Context: an optimization exercise on an open-source flow, tuned for small area. The choices shown serve that exercise and are no tape-out recipe. Only simulation tests tie the RTL to the original design; equivalence was not proved. No activity file was given, so power comes from the tool's default toggle rates.

== the reference run ==
==> flow/design.v (excerpt) <==
module skin(input sys_clk,
            input sys_rst_n,
            input bit_in,
            output bit_out);
    reg [2:0] ph;           
    always @(posedge sys_clk or negedge sys_rst_n) begin
        if (!sys_rst_n)
            ph <= 3'd0;
        else
            ph <= ph + 3'd1;
    end
    reg [8:0] rc;           
    reg [3:0] rb;           
    reg       s0, s1;       
    reg [1:0] g;            
    reg [7:0] d1, d2, d3;   
    wire ridle = !rb[3] && rb[2] && !rb[0];
    wire rwrap = ((rc & 9'd471) == 9'd341);
    wire rlast = !rb[3] && !rb[2];
    wire wr    = ((rc & 9'd155) == 9'd146) && rb[3] && (ph == rb[2:0]);
    wire dlv   = rwrap && (rb == 4'd15);
    wire start = dlv && (g == 2'd3);
    always @(posedge sys_clk) begin
        if (ridle || rwrap)
            rc <= 9'd410;
        else
            rc <= {rc[7:0], (rc[8] ^ rc[4])};
    end
    always @(posedge sys_clk or negedge sys_rst_n) begin
        if (!sys_rst_n)
            rb <= 4'd4;
        else if (ridle || rwrap && rlast)
            rb <= {1'b0, 1'b1, ~bit_in, ~bit_in};
        else if (rwrap)
            rb <= rb + 4'd1;
    end
    always @(posedge sys_clk) begin
        if (((rc & 9'd239) == 9'd229)) s0 <= bit_in;
        if (((rc & 9'd383) == 9'd116)) s1 <= bit_in;
        if (((rc & 9'd446) == 9'd160)) s0 <= (s0 & s1) | (bit_in & (s0 | s1));
    end
    always @(posedge sys_clk or negedge sys_rst_n) begin
        if (!sys_rst_n)
            g <= 2'd1;
        else if (dlv)
            g <= (g == 2'd3) ? 2'd1 : g + 2'd1;
    end
    always @(posedge sys_clk) begin
        d1 <= {(wr && g == 2'd1) ? s0 : d1[0], d1[7:1]};
        d2 <= {(wr && g == 2'd2) ? s0 : d2[0], d2[7:1]};
        d3 <= {(wr && g == 2'd3) ? s0 : d3[0], d3[7:1]};
    end
    reg [8:0] tc;
    reg [3:0] tb;           
    reg [1:0] tk;           
    wire twrap = ((tc & 9'd471) == 9'd341);
    wire tend  = twrap && !tb[3] && !tb[2];
    always @(posedge sys_clk) begin
        if (start)
            tc <= 9'd17;
        else if (twrap)
            tc <= 9'd410;
        else
            tc <= {tc[7:0], (tc[8] ^ tc[4])};
        if (start)
            tb <= 4'd6;
        else if (tend)
            tb <= 4'd7;
        else if (twrap)
            tb <= tb + 4'd1;
    end
    always @(posedge sys_clk or negedge sys_rst_n) begin
        if (!sys_rst_n)
            tk <= 2'd0;
  ...
Size in the first run: about 210 cells after synthesis, ~4 I/O pins.
Settings: LEC_CHECK=0, CAP_MARGIN=20, CORE_MARGIN=2, CORE_UTILIZATION=40, SLEW_MARGIN=20; clock period 10.0 ns.
standard.sh (not shown) runs the stock make flow with config.mk's settings and CLKGATE_MAP_FILE= SYNTH_SCRIPT=/design/flow/synth_recipe.tcl, a recipe that flattens the netlist after the stock synthesis.
==> flow/flow/run.sh <==
#!/bin/bash
# Own layout flow: the standard synthesis, then the combinational logic
# between the registers is mapped again by ABC with an area-oriented script
# (registers, their names and cell types are kept as the standard synthesis
# made them; the smallest of four differently seeded runs is kept), then
# the standard layout from floorplan to finish, with CTS without dummy
# loads and the smallest buffer on the ports.
set -euo pipefail
HERE=$(pwd)
R=$HERE/orfs/results/sky130hd/skin/base
LIB=$FLOW_HOME/platforms/sky130hd/lib/sky130_fd_sc_hd__tt_025C_1v80.lib

bash standard.sh synth > log_1_synth.txt 2>&1
cp $R/1_2_yosys.v $HERE/std_synth.v

for S in 1 2 3 4; do
  sed -e "s#@SEED@#$S#" flow/area.abc > area_$S.abc
  sed -e "s#@LIB@#$LIB#g" -e "s#@IN@#$HERE/std_synth.v#g" -e "s#@OUT@#$HERE/resynth_$S.v#g" \
      -e "s#@ABC@#$HERE/area_$S.abc#g" flow/resynth.ys > resynth_$S.ys
  yosys -s resynth_$S.ys > log_2_resynth_$S.txt 2>&1 &
done
wait
BEST=""; BESTA=""
for S in 1 2 3 4; do
  A=$(grep "Chip area for module" log_2_resynth_$S.txt | tail -1 | grep -oE "[0-9.]+$" || true)
  if [[ -n "$A" && -s resynth_$S.v ]]; then
    if [[ -z "$BEST" ]] || awk "BEGIN{exit !($A < $BESTA)}"; then BEST=$S; BESTA=$A; fi
  fi
done
echo "resynthesis: seed $BEST, area $BESTA" > resynth_choice.txt
cp $HERE/resynth_$BEST.v $R/1_2_yosys.v
rm -f $R/1_synth.odb $R/1_synth.sdc
bash standard.sh synth > log_3_synth_odb.txt 2>&1
CTS="-sink_clustering_enable -sink_clustering_size 64 -sink_clustering_max_diameter 1000 -root_buf sky130_fd_sc_hd__clkbuf_4 -buf_list sky130_fd_sc_hd__clkbuf_4 -dont_use_dummy_load -sink_buffer_max_cap_derate 1.0 -repair_clock_nets"
bash standard.sh "CTS_ARGS=$CTS" "BUFFER_PORTS_ARGS=-buffer_cell sky130_fd_sc_hd__buf_1" finish > log_4_layout.txt 2>&1
test -f out/final.def
==> flow/flow/area.abc <==
strash
&get -n
&deepsyn -S @SEED@ -T 25
&put
dch -f
map -a
strash
dch
map -a
==> flow/flow/resynth.ys <==
# Re-map the combinational logic of the standard synthesis netlist.
read_liberty -ignore_miss_func @LIB@
read_verilog @IN@
hierarchy -top skin
setattr -mod -set keep_hierarchy 1 sky130_fd_sc_hd__df* sky130_fd_sc_hd__edf*
flatten
opt -purge
select skin
abc -script @ABC@ -liberty @LIB@ -dont_use *probe* -dont_use *lpflow*
opt_clean -purge
stat -liberty @LIB@
write_verilog -noattr -nohex -nodec -selected @OUT@
The reference run finished every stage and its layout cleared the timing, design-rule and antenna checks.
Inputs modified between the reference run and the trial run:
--- a/flow/flow/run.sh
+++ b/flow/flow/run.sh
@@ -5 +5,2 @@
-# made them; the smallest of four differently seeded runs is kept), then
+# made them; the smallest of eight runs with different seeds and mappers
+# is kept), then
@@ -16,5 +17,13 @@
-for S in 1 2 3 4; do
-  sed -e "s#@SEED@#$S#" flow/area.abc > area_$S.abc
-  sed -e "s#@LIB@#$LIB#g" -e "s#@IN@#$HERE/std_synth.v#g" -e "s#@OUT@#$HERE/resynth_$S.v#g" \
-      -e "s#@ABC@#$HERE/area_$S.abc#g" flow/resynth.ys > resynth_$S.ys
-  yosys -s resynth_$S.ys > log_2_resynth_$S.txt 2>&1 &
+VARIANTS="amap:1 amap:2 amap:3 amap:4 nf:1 nf:2 nf:3 nf:4"
+run_variant() {
+  local M=${1%%:*} S=${1##*:}
+  sed -e "s#@SEED@#$S#" flow/area_$M.abc > area_${M}_$S.abc
+  sed -e "s#@LIB@#$LIB#g" -e "s#@IN@#$HERE/std_synth.v#g" -e "s#@OUT@#$HERE/resynth_${M}_$S.v#g" \
+      -e "s#@ABC@#$HERE/area_${M}_$S.abc#g" flow/resynth.ys > resynth_${M}_$S.ys
+  yosys -s resynth_${M}_$S.ys > log_2_resynth_${M}_$S.txt 2>&1 || true
+}
+N=0
+for V in $VARIANTS; do
+  run_variant $V &
+  N=$((N + 1))
+  if (( N % 4 == 0 )); then wait; fi
@@ -24,4 +33,5 @@
-for S in 1 2 3 4; do
-  A=$(grep "Chip area for module" log_2_resynth_$S.txt | tail -1 | grep -oE "[0-9.]+$" || true)
-  if [[ -n "$A" && -s resynth_$S.v ]]; then
-    if [[ -z "$BEST" ]] || awk "BEGIN{exit !($A < $BESTA)}"; then BEST=$S; BESTA=$A; fi
+for V in $VARIANTS; do
+  T=${V%%:*}_${V##*:}
+  A=$(grep "Chip area for module" log_2_resynth_$T.txt | tail -1 | grep -oE "[0-9.]+$" || true)
+  if [[ -n "$A" && -s resynth_$T.v ]]; then
+    if [[ -z "$BEST" ]] || awk "BEGIN{exit !($A < $BESTA)}"; then BEST=$T; BESTA=$A; fi
@@ -30 +40 @@
-echo "resynthesis: seed $BEST, area $BESTA" > resynth_choice.txt
+echo "resynthesis: $BEST, area $BESTA" > resynth_choice.txt
==> flow/flow/area_amap.abc (new file) <==
strash
&get -n
&deepsyn -S @SEED@ -T 20
&put
dch -f
amap
==> flow/flow/area_nf.abc (new file) <==
strash
&get -n
&deepsyn -S @SEED@ -T 20
&dch -f
&nf -a -R 1000
&put
removed: flow/flow/area.abc
--- outcome ---
- The trial run: PASS, flow complete, no timing, DRC or antenna violations
- The flow did not stop early for the reference run: all stages ran, and the layout cleared the timing, design-rule and antenna checks.
- Between the trial run and the reference run, the difference in count of clock-net buffers in the final layout is negligible.
- [compare] base=the reference run new=the trial run: maximum vdd ir drop went up by 0.0000094 V; logic depth of the worst setup path including buffers went up 2; non-clock buffer instance count of the final layout has remained practically unchanged.

* * *

Setup of build 43:
The RTL this note starts from:
==> flow/design.v <==
module skin(input sys_clk,
            input sys_rst_n,
            input bit_in,
            output bit_out);
    reg [8:0] rc;           
    reg [3:0] rb;           
    reg       s0, s1;       
    reg [1:0] g;            
    reg [7:0] d1, d2, d3;   
    wire ridle = (rb == 4'd0);
    wire rwrap = (rc == 9'd424);
    wire rlast = (rb == 4'd10);
    wire wr    = rwrap && (rb >= 4'd2) && (rb <= 4'd9);
    wire dlv   = rwrap && (rb == 4'd9);
    wire start = dlv && (g == 2'd3);
    always @(posedge sys_clk) begin
        if (ridle || rwrap)
            rc <= 9'd0;
        else
            rc <= {rc[7:0], ~(rc[8] ^ rc[4])};
    end
    always @(posedge sys_clk or negedge sys_rst_n) begin
        if (!sys_rst_n)
            rb <= 4'd0;
        else if (ridle || rwrap && rlast)
            rb <= {3'd0, ~bit_in};
        else if (rwrap)
            rb <= rb + 4'd1;
    end
    always @(posedge sys_clk) begin
        if (rc == 9'd178) s0 <= bit_in;
        if (rc == 9'd490) s1 <= bit_in;
        if (rc == 9'd310) s0 <= (s0 & s1) | (bit_in & (s0 | s1));
    end
    always @(posedge sys_clk or negedge sys_rst_n) begin
        if (!sys_rst_n)
            g <= 2'd1;
        else if (dlv)
            g <= (g == 2'd3) ? 2'd1 : g + 2'd1;
    end
    always @(posedge sys_clk) begin
        if (wr && g == 2'd1) d1 <= {s0, d1[7:1]};
        if (wr && g == 2'd2) d2 <= {s0, d2[7:1]};
        if (wr && g == 2'd3) d3 <= {s0, d3[7:1]};
    end
    reg [8:0] tc;
    reg [3:0] tb;           
    reg [1:0] tk;           
    wire twrap = (tc == 9'd424);
    wire tend  = twrap && (tb == 4'd10);
    always @(posedge sys_clk) begin
        if (start)
            tc <= 9'd167;
        else if (twrap)
            tc <= 9'd0;
        else
            tc <= {tc[7:0], ~(tc[8] ^ tc[4])};
        if (start)
            tb <= 4'd0;
        else if (tend)
            tb <= 4'd1;
        else if (twrap)
            tb <= tb + 4'd1;
    end
    always @(posedge sys_clk or negedge sys_rst_n) begin
        if (!sys_rst_n)
            tk <= 2'd0;
        else if (start)
            tk <= 2'd1;
        else if (tend && tk != 2'd0)
            tk <= tk + 2'd1;
    end
    wire [2:0] rbe = (g == tk && rb >= 4'd3 && rb <= 4'd9) ? rb[2:0] : 3'd2;
    wire [2:0] p   = tb[2:0] - rbe;
    reg dbit;
    always @(*) begin
        case (tk)
            2'd1: dbit = d1[p];
            2'd2: dbit = d2[p];
            default: dbit = d3[p];
        endcase
    end
    assign bit_out = (tk == 2'd0) || (tb == 4'd0) || (tb == 4'd10) || ((tb != 4'd1) && dbit);
endmodule
Settings: LEC_CHECK=0, CAP_MARGIN=20, CORE_MARGIN=2, CORE_UTILIZATION=40, SLEW_MARGIN=20; clock period 10.0 ns.
==> flow/flow/run.sh <==
#!/bin/bash
# Own layout flow: the standard synthesis, then the combinational logic
# between the registers is mapped again by ABC with an area-oriented script
# (registers, their names and cell types are kept as the standard synthesis
# made them), then the standard layout from floorplan to finish.
set -euo pipefail
HERE=$(pwd)
R=$HERE/orfs/results/sky130hd/skin/base
LIB=$FLOW_HOME/platforms/sky130hd/lib/sky130_fd_sc_hd__tt_025C_1v80.lib

bash standard.sh synth > log_1_synth.txt 2>&1
cp $R/1_2_yosys.v $HERE/std_synth.v

sed -e "s#@LIB@#$LIB#g" -e "s#@IN@#$HERE/std_synth.v#g" -e "s#@OUT@#$HERE/resynth.v#g" \
    -e "s#@ABC@#$HERE/flow/area.abc#g" flow/resynth.ys > resynth.ys
yosys -s resynth.ys > log_2_resynth.txt 2>&1
cp $HERE/resynth.v $R/1_2_yosys.v
rm -f $R/1_synth.odb $R/1_synth.sdc
bash standard.sh synth > log_3_synth_odb.txt 2>&1
bash standard.sh > log_4_layout.txt 2>&1
test -f out/final.def
==> flow/flow/area.abc <==
strash
dch
map -a
strash
dch
map -a
strash
dch
map -a
Scripts as last shown in full above: flow/flow/resynth.ys
Build 43 ended with every stage complete and zero timing, DRC or antenna violations.
Modified inputs, trial 83 compared to build 43
==> flow/run.sh (new file) <==
#!/bin/bash
# synth_recipe.tcl (not shown) runs the flow's synth.tcl, then flattens the netlist and writes it again
# the make line also repeats each setting of config.mk as NAME=value (left out here)
make -C /OpenROAD-flow-scripts/flow DESIGN_CONFIG=/design/flow/config.mk WORK_HOME=/design/flow/orfs CLKGATE_MAP_FILE= SYNTH_SCRIPT=/design/flow/synth_recipe.tcl finish
removed: flow/flow/run.sh
removed: flow/flow/area.abc
removed: flow/flow/resynth.ys
removed: flow/standard.sh
- Compare trial 83 and build 43 | growth of design area from synthesis to finish lower: trial 83
- Between trial 83 and build 43, the overall die width is lower for build 43.
- Number of well taps in trial 83 is 5 higher than in build 43
- Measured against each other, trial 83 and build 43 differ in clock network power share, the lower figure coming from build 43.

==> static timing again, ports no longer ideal <==
No port has a modelled driver above. Below, the same layouts with a new extraction and two added sets of constraints. Step 1 (the two cells are an assumption about what drives the block):
set clk [get_ports {sys_clk}]
set_driving_cell -lib_cell sky130_fd_sc_hd__clkbuf_16 $clk
set_driving_cell -lib_cell sky130_fd_sc_hd__buf_2 [delete_from_list [all_inputs] $clk]
Step 2 moves the port delays by t, midway between the first and last clock arrival at a register: inputs arrive t later, outputs are due t later. That takes back most of the time a late clock gives input paths. Slacks: no drivers / after step 1 / after step 2; pairs: no drivers / after step 1.
| run | shift t [ns] | setup WS [ns] | latest minus earliest clock arrival (ns) | worst register clock-pin slew, ns | worst slew at a driven data input, ns |
|---|---|---|---|---|---|
| the reference run | 0.398 | 6.828 / 6.804 / 7.202 | 0.024 / 0.024 | 0.09 / 0.09 | 0.03 |
| the trial run | 0.384 | 6.780 / 6.757 / 7.141 | 0.016 / 0.015 | 0.09 / 0.09 | 0.03 |
| build 43 | 0.333 | 4.537 / 4.508 / 4.841 | 0.014 / 0.013 | 0.10 / 0.10 | 0.03 |
| trial 83 | 0.337 | 3.923 / 3.892 / 4.229 | 0.009 / 0.010 | 0.10 / 0.10 | 0.03 |
After both steps every run listed still meets setup and hold.
